This design comes from an exercise in tuning for small area, a short achievable clock period and few clock cycles on the open sky130 flow, not from production work. RTL that was checked went through simulation tests only; none was proved equivalent to the original. No activity file was given, so power comes from the tool's default toggle rates.

// demosaic
module demosaic(clk, reset, in_en, data_in, wr_r, addr_r, wdata_r, rdata_r, wr_g, addr_g, wdata_g, rdata_g, wr_b, addr_b, wdata_b, rdata_b, done);
For scale: roughly 0.017 mm² of cells after synthesis.
Settings: LEC_CHECK=0, CAP_MARGIN=20, CORE_MARGIN=2, CORE_UTILIZATION=40, SETUP_SLACK_MARGIN=2.8, SLEW_MARGIN=20; clock period 5.0 ns.
run.sh (not shown) runs the stock make flow with config.mk's settings and CLKGATE_MAP_FILE= SYNTH_SCRIPT=/design/flow/synth_recipe.tcl, a recipe that flattens the netlist after the stock synthesis.
The starting point finished clean.
Rerun with:
- SETUP_SLACK_MARGIN: 2.8 -> 3.0
- TNS_END_PERCENT: not set -> 10
- clock power came out lower by about 6%
- die area stays the same
- area after synthesis is unchanged
- maximum frequency climbs by 6.4%
- non-clock buffer count came out higher by 39
- power decreases by 2.0%
- via count goes up by 1.5%
Function was not checked in any run of this note: the RTL went through the layout flow alone.


JK:
The RTL this note starts from:
==> flow/design.v <==
module demosaic(clk, reset, in_en, data_in, wr_r, addr_r, wdata_r, rdata_r, wr_g, addr_g, wdata_g, rdata_g, wr_b, addr_b, wdata_b, rdata_b, done);
input clk;
input reset;
input in_en;
input [7:0] data_in;
output reg wr_r;
output reg [13:0] addr_r;
output reg [7:0] wdata_r;
input [7:0] rdata_r;
output reg wr_g;
output reg [13:0] addr_g;
output reg [7:0] wdata_g;
input [7:0] rdata_g;
output reg wr_b;
output reg [13:0] addr_b;
output reg [7:0] wdata_b;
input [7:0] rdata_b;
output reg done;
reg        in_en_q;
reg [7:0]  din_q;
reg [13:0] lcnt;       
reg        ld_done;    
always @(posedge clk) din_q <= data_in;
always @(posedge clk or posedge reset) begin
    if (reset) begin
        in_en_q <= 1'b0;
        lcnt    <= 14'd0;
        ld_done <= 1'b0;
    end else begin
        in_en_q <= in_en;
        if (in_en_q) begin
            lcnt <= lcnt + 14'd1;
            if (&lcnt) ld_done <= 1'b1;
        end
    end
end
wire busy_g = in_en_q & ~(lcnt[7] ^ lcnt[0]);
wire busy_r = in_en_q & ~lcnt[7] &  lcnt[0];
wire busy_b = in_en_q &  lcnt[7] & ~lcnt[0];
reg  [5:0] g_yh;
reg  [6:0] g_x;        
reg  [6:0] g_s;        
reg        g_wait, g_fin;
reg  [1:0] g_roff;     
reg  [7:0] g_c0, g_c1, g_c2, g_c3;        
reg  [7:0] g_m10, g_m11, g_m12, g_m13;    
reg  [7:0] g_m20, g_m21, g_m22;           
reg  [8:0] g_s1, g_s2;
reg        g_ge;       
reg        g_rv;
reg  [1:0] g_ri;
wire g_go  = ~g_fin & ~g_wait & ~busy_g;
wire g_rd  = |g_s[3:0];
wire g_g6  = g_go & g_s[6];
wire g_rot = g_go & (g_s[3] | g_s[4] | g_s[5]);
wire g_wv  = g_go & ~g_rd & (g_x[6:1] != 6'd0);
wire ge    = ~g_x[0];
wire [6:0] g_xm = g_x - 7'd1;
wire [5:0] g_rrow = g_yh + {4'd0, g_roff};
wire [13:0] g_addr = {g_rrow, g_x[0], (g_rd ? g_x : g_xm)};
wire [9:0] g_sum = g_s1 + g_s2;
wire cap0 = g_rv & (g_ri == 2'd0);
wire cap1 = g_rv & (g_ri == 2'd1);
wire cap2 = g_rv & (g_ri == 2'd2);
wire cap3 = g_rv & (g_ri == 2'd3);
always @(posedge clk) begin
    g_ri <= {g_s[2] | g_s[3], g_s[1] | g_s[3]};
    if (g_rot)      g_c0 <= g_c1;
    else if (cap0)  g_c0 <= rdata_g;
    if (g_rot)      g_c1 <= cap2 ? rdata_g : g_c2;
    else if (cap1)  g_c1 <= rdata_g;
    if (g_rot)      g_c2 <= g_c0;
    else if (cap2)  g_c2 <= rdata_g;
    if (cap3)       g_c3 <= rdata_g;
    if (g_g6) g_ge <= g_x[0];
    if (g_g6) begin
        g_m10 <= g_c0;  g_m11 <= g_c1;  g_m12 <= g_c2;  g_m13 <= g_c3;
        g_m20 <= g_m11; g_m21 <= g_m12; g_m22 <= g_m13;
    end else if (g_rot) begin
        g_m10 <= g_m11; g_m11 <= g_m12; g_m12 <= g_m13; g_m13 <= g_m10;
        g_m20 <= g_m21; g_m21 <= g_m22; g_m22 <= g_m20;
    end
    if (g_rot) begin
        g_s1 <= g_c0 + g_m20;
        g_s2 <= g_m10 + (g_ge ? g_m11 : g_m13);
    end
end
always @(posedge clk or posedge reset) begin
    if (reset) begin
        g_yh   <= 6'd0;
        g_x    <= 7'd0;
        g_s    <= 7'd1;
        g_wait <= 1'b1;
        g_fin  <= 1'b0;
        g_rv   <= 1'b0;
        g_roff <= 2'd1;          
    end else begin
        g_rv <= g_go & g_rd;
        if (g_wait & (ld_done | (lcnt[13:7] >= {g_yh, 1'b1} + 7'd6)))    
            g_wait <= 1'b0;
        if (g_go) begin
            g_s <= {g_s[5:0], g_s[6]};
            if (g_s[6])
                g_roff <= {1'b0, g_x[0]};            
            else
                g_roff <= {g_s[1] | g_s[2] | g_s[5], g_s[0] | g_s[2] | g_s[4]}
                          + {1'b0, ge};
            if (g_s[6]) begin
                g_x  <= g_x + 7'd1;
                if (&g_x) begin
                    g_yh   <= g_yh + 6'd3;
                    g_wait <= 1'b1;
                    if (g_yh == 6'd60) g_fin <= 1'b1;
                end
            end
        end
    end
end
wire        r_wv, b_wv, r_fin, b_fin;
wire [13:0] r_addr, b_addr;
wire [7:0]  r_wdata, b_wdata;
demosaic_rb #(.P(1'b1)) u_r (
    .clk(clk), .reset(reset), .busy(busy_r), .ld_done(ld_done), .lrow(lcnt[13:7]),
    .rdata(rdata_r), .wv(r_wv), .addr(r_addr), .wdata(r_wdata), .fin(r_fin));
demosaic_rb #(.P(1'b0)) u_b (
    .clk(clk), .reset(reset), .busy(busy_b), .ld_done(ld_done), .lrow(lcnt[13:7]),
    .rdata(rdata_b), .wv(b_wv), .addr(b_addr), .wdata(b_wdata), .fin(b_fin));
always @(posedge clk) begin
    addr_g  <= busy_g ? lcnt  : g_addr;
    wdata_g <= busy_g ? din_q : g_sum[9:2];
    addr_r  <= busy_r ? lcnt  : r_addr;
    wdata_r <= busy_r ? din_q : r_wdata;
    addr_b  <= busy_b ? lcnt  : b_addr;
    wdata_b <= busy_b ? din_q : b_wdata;
end
always @(posedge clk or posedge reset) begin
    if (reset) begin
        wr_g <= 1'b0;
        wr_r <= 1'b0;
        wr_b <= 1'b0;
        done <= 1'b0;
    end else begin
        wr_g <= busy_g | g_wv;
        wr_r <= busy_r | r_wv;
        wr_b <= busy_b | b_wv;
        done <= ld_done & g_fin & r_fin & b_fin;
    end
end
endmodule
module demosaic_rb #(parameter P = 1'b1) (
    input             clk,
    input             reset,
    input             busy,
    input             ld_done,
    input      [6:0]  lrow,
    input      [7:0]  rdata,
    output            wv,
    output     [13:0] addr,
    output     [7:0]  wdata,
    output reg        fin
);
reg [5:0] ti;
reg [5:0] xi;
wire [5:0] ti1 = ti + 6'd1;
wire [5:0] xp  = xi - 6'd1;
reg       x64;         
reg [4:0] s;           
reg       wt;
reg [7:0] a, b, hp;
reg [8:0] vc, vp;
reg       rv, ri;
wire go = ~fin & ~wt & ~busy;
wire [7:0] hs = P ? b : a;
wire [6:0] row_m1 = P ? {ti, 1'b0}  : {ti, 1'b1};
wire [6:0] row_t  = P ? {ti, 1'b1}  : {ti1, 1'b0};
wire [6:0] row_p1 = P ? {ti1, 1'b0} : {ti1, 1'b1};
wire [6:0] row_h  = P ? row_p1 : row_m1;
wire [6:0] col_x  = {xi, P};
wire [6:0] col_x1 = P ? {xi, 1'b0} : {xp, 1'b1};
wire [6:0] col_x2 = P ? {xp, 1'b1} : {xp, 1'b0};
wire xi_lo = (xi == 6'd0) & ~x64;
wire hd_ok = ~xi_lo & ~x64;                                    
wire v_ok  = P ? hd_ok : (x64 | (xi[5:1] != 5'd0));           
reg [6:0] arow, acol;
reg       wok;
reg [7:0] wd;
wire [8:0] hsum = hp + hs;
wire [9:0] dsum = vp + vc;
always @(*) begin
    arow = ({7{s[0]}} & row_m1) | ({7{s[1]}} & row_p1) | ({7{s[2] | s[4]}} & row_t) | ({7{s[3]}} & row_h);
    acol = ({7{s[0] | s[1]}} & col_x) | ({7{s[2]}} & col_x2) | ({7{s[3] | s[4]}} & col_x1);
    wok  = (s[2] & v_ok) | ((s[3] | s[4]) & hd_ok);
    wd   = ({8{s[2]}} & vp[8:1]) | ({8{s[3]}} & hsum[8:1]) | ({8{s[4]}} & dsum[9:2]);
end
assign addr  = {arow, acol};
assign wdata = wd;
assign wv    = go & wok;
always @(posedge clk) begin
    ri <= s[1];
    if (rv) begin
        if (ri) b <= rdata;
        else    a <= rdata;
    end
    if (go & s[3]) vc <= a + b;
    if (go & s[4]) begin
        vp <= vc;
        hp <= hs;
    end
end
always @(posedge clk or posedge reset) begin
    if (reset) begin
        ti  <= 6'd0;
        xi  <= 6'd0;
        x64 <= 1'b0;
        s   <= 5'd1;
        wt  <= 1'b1;
        fin <= 1'b0;
        rv  <= 1'b0;
    end else begin
        rv <= go & (s[0] | s[1]);
        if (wt & (ld_done | ({1'b0, lrow[6:1]} >= {1'b0, ti} + 7'd2)))
            wt <= 1'b0;
        if (go) begin
            s <= {s[3:0], s[4]};
            if (s[4]) begin
                if (x64) begin
                    xi  <= 6'd0;
                    x64 <= 1'b0;
                    ti  <= ti1;
                    wt  <= 1'b1;
                    if (ti == 6'd62) fin <= 1'b1;
                end else begin
                    xi  <= xi + 6'd1;
                    x64 <= &xi;
                end
            end
        end
    end
end
endmodule
make LEC_CHECK=0 CAP_MARGIN=20 CORE_MARGIN=2 CORE_UTILIZATION=40 SETUP_SLACK_MARGIN=2.7 SLEW_MARGIN=20 finish   # period 5.0 ns
Testbench counts of JK, summed over its fixed seeds: cycles 329,652.
For MS, these inputs were changed with respect to JK:
- setting CTS_CLUSTER_SIZE to 16 for the first time
- changing SETUP_SLACK_MARGIN from 2.7 to 3.0
- setting CTS_BUF_LIST to sky130_fd_sc_hd__clkbuf_8 for the first time
- setting CTS_CLUSTER_DIAMETER to 60 for the first time
- setting TNS_END_PERCENT to 10 for the first time
==> flow/flow/run.sh (new file) <==
#!/bin/bash
# Standard layout, with the port buffers made of sky130_fd_sc_hd__buf_2 cells
# instead of the delay cells buffer_ports picks by itself.
set -euo pipefail
export BUFFER_PORTS_ARGS="-buffer_cell sky130_fd_sc_hd__buf_2"
bash standard.sh > standard.log 2>&1
==> flow/standard.sh (new file) <==
#!/bin/bash
# synth_recipe.tcl (not shown) runs the flow's synth.tcl, then flattens the netlist and writes it again
# the make line also repeats each setting of config.mk as NAME=value (left out here)
make -C /OpenROAD-flow-scripts/flow DESIGN_CONFIG=/design/flow/config.mk WORK_HOME=/design/flow/orfs CLKGATE_MAP_FILE= SYNTH_SCRIPT=/design/flow/synth_recipe.tcl "${@:-finish}"
removed: flow/run.sh
Findings:
- Fmax delta (JK -> MS): insignificant
- Diff JK -> MS: non-clock buffer count climbed 48; global-route wire length before repair saw an increase; maximum single-stage delay on the critical path shows no meaningful change.
Setup changes, MS to AL
- swapping 40 for 60 in CORE_UTILIZATION
- putting PLACE_DENSITY at 0.75 where nothing was set
==> flow/run.sh (new file) <==
#!/bin/bash
# synth_recipe.tcl (not shown) runs the flow's synth.tcl, then flattens the netlist and writes it again
# the make line also repeats each setting of config.mk as NAME=value (left out here)
make -C /OpenROAD-flow-scripts/flow DESIGN_CONFIG=/design/flow/config.mk WORK_HOME=/design/flow/orfs CLKGATE_MAP_FILE= SYNTH_SCRIPT=/design/flow/synth_recipe.tcl finish
removed: flow/flow/run.sh
removed: flow/standard.sh
--- outcome ---
AL: done, clean on timing, DRC and antenna
On final period utilization, MS and AL are basically level.
In AL relative to MS, leakage dissipation had gone down by a few percent.
~same maximum resistive drop on vdd in MS and AL
Cell count after placement for AL is lower than for MS.
Per the comparison of AL with MS, power has decreased; wire length of the first global-routing pass has decreased; fraction of layout cells with a size suffix above 1 has decreased.
What TR does differently from AL at the input level:
- CTS_CLUSTER_DIAMETER now 100, was 60
- CTS_CLUSTER_SIZE now 32, was 16
- PLACE_DENSITY no longer set, was 0.75
- CORE_UTILIZATION now 40, was 60
- CTS_BUF_LIST now sky130_fd_sc_hd__clkbuf_16, was sky130_fd_sc_hd__clkbuf_8
## What came out
| placeable core region | TR vs AL | worse |. Summary of TR over AL: wire length on met1 up about 13%, post-layout total power down 160 uW, required time of the worst setup path down 0.07 ns, time the final worst path needs with I/O delays and setup down 0.11 ns. Measured against each other, TR and AL differ in post-CTS setup buffer count, the lower figure coming from TR.

port drivers added, routing unchanged:
The flow's constraints put no driver on any port. The routed layouts listed below were extracted and timed again, unchanged, in two steps.
Step 1 (the two cells are an assumption about what drives the block):
set clk [get_ports {clk}]
set_driving_cell -lib_cell sky130_fd_sc_hd__clkbuf_16 $clk
set_driving_cell -lib_cell sky130_fd_sc_hd__buf_2 [delete_from_list [all_inputs] $clk]
Step 2, shift: input delay + t, output delay - t, t = (earliest + latest rising clock arrival at the registers) / 2. This alone moves slack from input paths to output paths.
Slacks: no drivers / after step 1 / after step 2; pairs: no drivers / after step 1.
| run | shift t [ns] | slack for setup (ns) | slew at the worst register clock pin (ns) | worst data-port slew with drivers (ns) | pins driven straight from the clock port |
|---|---|---|---|---|---|
| the first run of note 1 | 0.596 | 2.609 / 2.609 / 2.261 | 0.06 / 0.06 | 0.05 | 1 |
| the second run of note 1 | 0.576 | 2.753 / 2.753 / 2.262 | 0.07 / 0.07 | 0.16 | 1 |
| JK | 0.605 | 2.699 / 2.699 / 2.699 | 0.06 / 0.06 | 0.05 | 1 |
| MS | 0.690 | 2.702 / 2.702 / 2.702 | 0.10 / 0.10 | 0.04 | 1 |
| AL | 0.639 | 2.706 / 2.706 / 2.630 | 0.10 / 0.10 | 0.05 | 1 |
| TR | 0.567 | 2.811 / 2.763 / 2.811 | 0.12 / 0.12 | 0.05 | 1 |
After both steps setup and hold are still met in every run listed. The setup slack of the second run of note 1, which loses most, moves by 0.000 ns with the drivers and by -0.491 ns with both steps. Setup slack includes reset recovery checks.
